From an optimization exercise on the open Yosys and OpenROAD flow, aimed at small area; shortcuts taken in it are not production practice.
In this exercise RTL edits were held to simulation tests only and were not proved equivalent to the original.
No activity file was given, so power comes from the tool's default toggle rates.

Design fifo_32x32, start of the top module:
module fifo_32x32 (
    input  logic        clk_i,
    input  logic        rst_n_i,
    input  logic        flush_i,
    output logic        full_o,
    output logic        empty_o,
    output logic [ 5:0] cnt_o,
    input  logic [31:0] dat_i,
    input  logic        push_i,
    output logic [31:0] dat_o,
    input  logic        pop_i
);
Size: ~1700 cells after synthesis, about 1000 flip-flops, about 77 I/O pins, about 36000 µm² of cells after synthesis.
Settings: LEC_CHECK=0, CAP_MARGIN=20, CORE_MARGIN=2, CORE_UTILIZATION=80, PLACE_DENSITY=0.9, SLEW_MARGIN=20, SYNTH_HIERARCHICAL=1; clock period 5.0 ns.
standard.sh (not shown) runs the stock make flow with config.mk's settings and CLKGATE_MAP_FILE= SYNTH_SCRIPT=/design/flow/synth_recipe.tcl, a recipe that flattens the netlist after the stock synthesis.
==> flow/flow/run.sh <==
#!/bin/bash
# Standard ORFS layout with a lighter clock tree (no dummy loads, one
# mid-size clock buffer) and the smallest buffer on the ports.
set -euo pipefail
bash standard.sh \
  "CTS_ARGS=-sink_clustering_enable -repair_clock_nets -dont_use_dummy_load -buf_list sky130_fd_sc_hd__clkbuf_8 -sink_clustering_size 16 -sink_clustering_max_diameter 50" \
  "BUFFER_PORTS_ARGS=-buffer_cell sky130_fd_sc_hd__buf_1" \
  finish > standard.log 2>&1
The baseline finished with negative setup slack left.
==> next run, changes <==
==> flow/run.sh (new file) <==
#!/bin/bash
# synth_recipe.tcl (not shown) runs the flow's synth.tcl, then flattens the netlist and writes it again
# the make line also repeats each setting of config.mk as NAME=value (left out here)
make -C /OpenROAD-flow-scripts/flow DESIGN_CONFIG=/design/flow/config.mk WORK_HOME=/design/flow/orfs CLKGATE_MAP_FILE= SYNTH_SCRIPT=/design/flow/synth_recipe.tcl finish
CORE_UTILIZATION = 50   (was 80)
CTS_BUF_LIST = sky130_fd_sc_hd__clkbuf_2 sky130_fd_sc_hd__clkbuf_4 sky130_fd_sc_hd__clkbuf_8   (was unset)
CTS_CLUSTER_DIAMETER = 40   (was unset)
CTS_CLUSTER_SIZE = 16   (was unset)
PLACE_DENSITY = 0.6   (was 0.9)
removed: flow/flow/run.sh
removed: flow/standard.sh
What happened:
- The changed run finished with timing, DRC and antenna clean
- setup slack improves by 0.13 ns
- clock skew decreases by 0.032 ns
- sequential power hardly moves
- worst hold slack improves by 0.25 ns
- area after synthesis does not change
- wire length decreases by 5.9%
- clock-buffer cell count increases by 54
- final area increases by 7.7%
- final cell count increases by 21%
- power increases by 18%
==> next run, changes <==
==> flow/flow/run.sh (new file) <==
#!/bin/bash
# Standard ORFS layout with a lighter clock tree (no dummy loads, one
# mid-size clock buffer) and the smallest buffer on the ports.
set -euo pipefail
bash standard.sh \
  "CTS_ARGS=-sink_clustering_enable -repair_clock_nets -dont_use_dummy_load -buf_list sky130_fd_sc_hd__clkbuf_8 -sink_clustering_size 16 -sink_clustering_max_diameter 50" \
  "BUFFER_PORTS_ARGS=-buffer_cell sky130_fd_sc_hd__buf_1" \
  finish > standard.log 2>&1
==> flow/standard.sh (new file) <==
#!/bin/bash
# synth_recipe.tcl (not shown) runs the flow's synth.tcl, then flattens the netlist and writes it again
# the make line also repeats each setting of config.mk as NAME=value (left out here)
make -C /OpenROAD-flow-scripts/flow DESIGN_CONFIG=/design/flow/config.mk WORK_HOME=/design/flow/orfs CLKGATE_MAP_FILE= SYNTH_SCRIPT=/design/flow/synth_recipe.tcl "${@:-finish}"
CORE_UTILIZATION = 70   (was 50)
CTS_BUF_LIST = unset   (was sky130_fd_sc_hd__clkbuf_2 sky130_fd_sc_hd__clkbuf_4 sky130_fd_sc_hd__clkbuf_8)
CTS_CLUSTER_DIAMETER = unset   (was 40)
CTS_CLUSTER_SIZE = unset   (was 16)
PLACE_DENSITY = 0.8   (was 0.6)
removed: flow/run.sh
Total power drops by 16%.
Clock skew climbs by 0.022 ns.
Combinational power drops by 16%.
Worst setup slack gains 0.29 ns.
Worst hold slack loses 0.21 ns.
Cell count drops by 15%.
Final area drops by 6.7%.
Non-clock buffer count drops by 4.
Global-route usage climbs by 6.4 points.
Die area drops by 28%.
Register-to-register slack loses 0.16 ns.
==> next run, changes <==
==> flow/run.sh (new file) <==
#!/bin/bash
# synth_recipe.tcl (not shown) runs the flow's synth.tcl, then flattens the netlist and writes it again
# the make line also repeats each setting of config.mk as NAME=value (left out here)
make -C /OpenROAD-flow-scripts/flow DESIGN_CONFIG=/design/flow/config.mk WORK_HOME=/design/flow/orfs CLKGATE_MAP_FILE= SYNTH_SCRIPT=/design/flow/synth_recipe.tcl finish
CORE_UTILIZATION = 50   (was 70)
CTS_BUF_LIST = sky130_fd_sc_hd__clkbuf_4   (was unset)
PLACE_DENSITY = 0.6   (was 0.8)
removed: flow/flow/run.sh
removed: flow/standard.sh
Result: Wire length rose by 12%; die area rises by about 40%; area after synthesis is unchanged; cell count increases by 25%; clock skew is about the same; final area went up by 8.5%; hold slack improves by 0.0091 ns; setup slack degrades by 0.25 ns; sequential power hardly moves.

* * *

## job 8092
Another version of the RTL of fifo_32x32 (not shown whole).
For scale: roughly 77 I/O pins, roughly 36,000 µm² of cells after synthesis.
## fifo_32x32
module fifo_32x32 (
    input  logic        clk_i,
    input  logic        rst_n_i,
    input  logic        flush_i,
    output logic        full_o,
    output logic        empty_o,
    output logic [ 5:0] cnt_o,
    input  logic [31:0] dat_i,
    input  logic        push_i,
    output logic [31:0] dat_o,
    input  logic        pop_i
);
  fifo #(
      .DATA_WIDTH  (32),
      .BUFFER_DEPTH(32)
  ) u_fifo (
      .clk_i  (clk_i),
      .rst_n_i(rst_n_i),
      .flush_i(flush_i),
      .full_o (full_o),
      .empty_o(empty_o),
      .cnt_o  (cnt_o),
      .dat_i  (dat_i),
      .push_i (push_i),
      .dat_o  (dat_o),
      .pop_i  (pop_i)
  );
endmodule
clock: 5.0 ns
lec_check: 0
cap_margin: 20
core_margin: 2
core_utilization: 70
gpl_routability_driven: 0
place_density: 0.8
slew_margin: 20
synth_hierarchical: 1
==> flow/flow/run.sh <==
#!/bin/bash
# Standard ORFS layout. Synthesis runs unchanged; the later steps use a
# lighter clock tree (no dummy loads, clkbuf_8 only), the smallest buffer on
# the ports, and no buffers above buf_4 for repairs.
set -euo pipefail
bash standard.sh synth > standard_synth.log 2>&1
DU="sky130_fd_sc_hd__probe_p_8 sky130_fd_sc_hd__probec_p_8 sky130_fd_sc_hd__lpflow_bleeder_1 sky130_fd_sc_hd__lpflow_clkbufkapwr_1 sky130_fd_sc_hd__lpflow_clkbufkapwr_16 sky130_fd_sc_hd__lpflow_clkbufkapwr_2 sky130_fd_sc_hd__lpflow_clkbufkapwr_4 sky130_fd_sc_hd__lpflow_clkbufkapwr_8 sky130_fd_sc_hd__lpflow_clkinvkapwr_1 sky130_fd_sc_hd__lpflow_clkinvkapwr_16 sky130_fd_sc_hd__lpflow_clkinvkapwr_2 sky130_fd_sc_hd__lpflow_clkinvkapwr_4 sky130_fd_sc_hd__lpflow_clkinvkapwr_8 sky130_fd_sc_hd__lpflow_decapkapwr_12 sky130_fd_sc_hd__lpflow_decapkapwr_3 sky130_fd_sc_hd__lpflow_decapkapwr_4 sky130_fd_sc_hd__lpflow_decapkapwr_6 sky130_fd_sc_hd__lpflow_decapkapwr_8 sky130_fd_sc_hd__lpflow_inputiso0n_1 sky130_fd_sc_hd__lpflow_inputiso0p_1 sky130_fd_sc_hd__lpflow_inputiso1n_1 sky130_fd_sc_hd__lpflow_inputiso1p_1 sky130_fd_sc_hd__lpflow_inputisolatch_1 sky130_fd_sc_hd__lpflow_isobufsrc_1 sky130_fd_sc_hd__lpflow_isobufsrc_16 sky130_fd_sc_hd__lpflow_isobufsrc_2 sky130_fd_sc_hd__lpflow_isobufsrc_4 sky130_fd_sc_hd__lpflow_isobufsrc_8 sky130_fd_sc_hd__lpflow_isobufsrckapwr_16 sky130_fd_sc_hd__lpflow_lsbuf_lh_hl_isowell_tap_1 sky130_fd_sc_hd__lpflow_lsbuf_lh_hl_isowell_tap_2 sky130_fd_sc_hd__lpflow_lsbuf_lh_hl_isowell_tap_4 sky130_fd_sc_hd__lpflow_lsbuf_lh_isowell_4 sky130_fd_sc_hd__lpflow_lsbuf_lh_isowell_tap_1 sky130_fd_sc_hd__lpflow_lsbuf_lh_isowell_tap_2 sky130_fd_sc_hd__lpflow_lsbuf_lh_isowell_tap_4 sky130_fd_sc_hd__fill_1 sky130_fd_sc_hd__fill_2 sky130_fd_sc_hd__fill_4 sky130_fd_sc_hd__fill_8  sky130_fd_sc_hd__buf_6 sky130_fd_sc_hd__buf_8 sky130_fd_sc_hd__buf_12 sky130_fd_sc_hd__buf_16 sky130_fd_sc_hd__bufbuf_8 sky130_fd_sc_hd__bufbuf_16"
bash standard.sh \
  "DONT_USE_CELLS=$DU" \
  "CTS_ARGS=-sink_clustering_enable -repair_clock_nets -dont_use_dummy_load -buf_list sky130_fd_sc_hd__clkbuf_8 -sink_clustering_size 20 -sink_clustering_max_diameter 60" \
  "BUFFER_PORTS_ARGS=-buffer_cell sky130_fd_sc_hd__buf_1" \
  finish > standard.log 2>&1
Job 8092 finished every step from synthesis to the final layout, and the layout passed the timing, DRC and antenna checks.
Modified inputs, job 2787 compared to job 8092
Settings: CORE_UTILIZATION now 65, was 70; GPL_ROUTABILITY_DRIVEN no longer set, was 0.
### Flow results
Job 2787 finished every step from synthesis to the final layout, and the layout passed the timing, DRC and antenna checks. Job 8092 vs job 2787, uppermost layer routed: met5 vs met4. Compared with job 8092, job 2787 shows a lower setup slack of the critical path after layout. Job 2787 vs. job 8092: total global routing track utilization went down by 1.4 points, wire length after detailed routing went up by about 1.5%.
Here is what was changed in the inputs of job 4135 compared with job 2787.
Settings: CORE_UTILIZATION: 65 -> 70.
==> results.txt <==
- Job 4135 does better than job 2787 on routed wire length.
- The via total after detailed routing was comparable across job 2787 and job 4135.
- Diff job 2787 -> job 4135: placed wire-length estimate after detailed placement lower; fraction of layout instances using a drive strength above 1 fell 0.68 points.
- When the final numbers for job 2787 and job 4135 were put side by side, the number of antenna violations at the first check in global routing turned out to be smaller in job 2787.
- Side by side, worst hold slack after final layout turned out lower in job 4135 than in job 2787.
- NOTE die extent in y job 2787->job 4135 decreased by a few percent
- Compared job 4135 vs job 2787, and sum of internal, switching and leakage power is down in job 4135.
What job 4005 does differently from job 4135 at the input level:
-- flow/flow/run.sh --
<<< job 4135, line 10
  "CTS_ARGS=-sink_clustering_enable -repair_clock_nets -dont_use_dummy_load -buf_list sky130_fd_sc_hd__clkbuf_8 -sink_clustering_size 20 -sink_clustering_max_diameter 60" \
>>> job 4005, line 10
  "CTS_ARGS=-sink_clustering_enable -repair_clock_nets -dont_use_dummy_load -buf_list sky130_fd_sc_hd__clkbuf_8 -sink_clustering_size 18 -sink_clustering_max_diameter 60" \
- Job 4005 vs job 4135: total number of H-tree levels up in job 4005
- met3 layer usage reported by global route in job 4005 is 0.46 points below job 4135.
- Job 4005 ends up with lower total wire length than job 4135 does.
- Comparing job 4135 and job 4005, the higher clock share of power was measured on job 4005.
- ~same total global-route track usage in job 4135 and job 4005
- Worst hold slack improves in job 4005 relative to job 4135.
- CTS buffer count sits higher in job 4005 than in job 4135.
- ~same fraction of area in multi-input gates in job 4135 and job 4005
- Job 4135 was smaller in final cell area than job 4005.

afterwards: timing with drivers on the ports:
No port has a modelled driver above. Below, the same layouts with a new extraction and two added sets of constraints.
Step 1 assumes that a clkbuf_16 drives the clock port and a buf_2 every other input.
Step 2 moves the port delays by t, midway between the first and last clock arrival at a register: inputs arrive t later, outputs are due t later. That takes back most of the time a late clock gives input paths.
Three values: ideal, step 1, step 2; two values: the first two.
| run | t, ns | setup WS [ns] | worst setup path at the end | worst slew at a driven data input, ns |
|---|---|---|---|---|
| the first run of note 1 | 0.735 | -0.083 / -0.135 / 0.600 | register to output | 0.04 |
| the second run of note 1 | 0.790 | 0.049 / -0.010 / 0.780 | register to output | 0.04 |
| the third run of note 1 | 0.701 | 0.343 / 0.286 / 0.987 | register to output | 0.04 |
| the fourth run of note 1 | 1.101 | 0.090 / 0.031 / 1.132 | register to output | 0.05 |
| job 8092 | 0.750 | 0.109 / 0.057 / 0.808 | register to output | 0.03 |
| job 2787 | 0.740 | 0.097 / 0.041 / 0.781 | register to output | 0.06 |
| job 4135 | 0.747 | 0.140 / 0.092 / 0.839 | register to output | 0.04 |
| job 4005 | 0.696 | 0.113 / 0.064 / 0.760 | register to output | 0.04 |
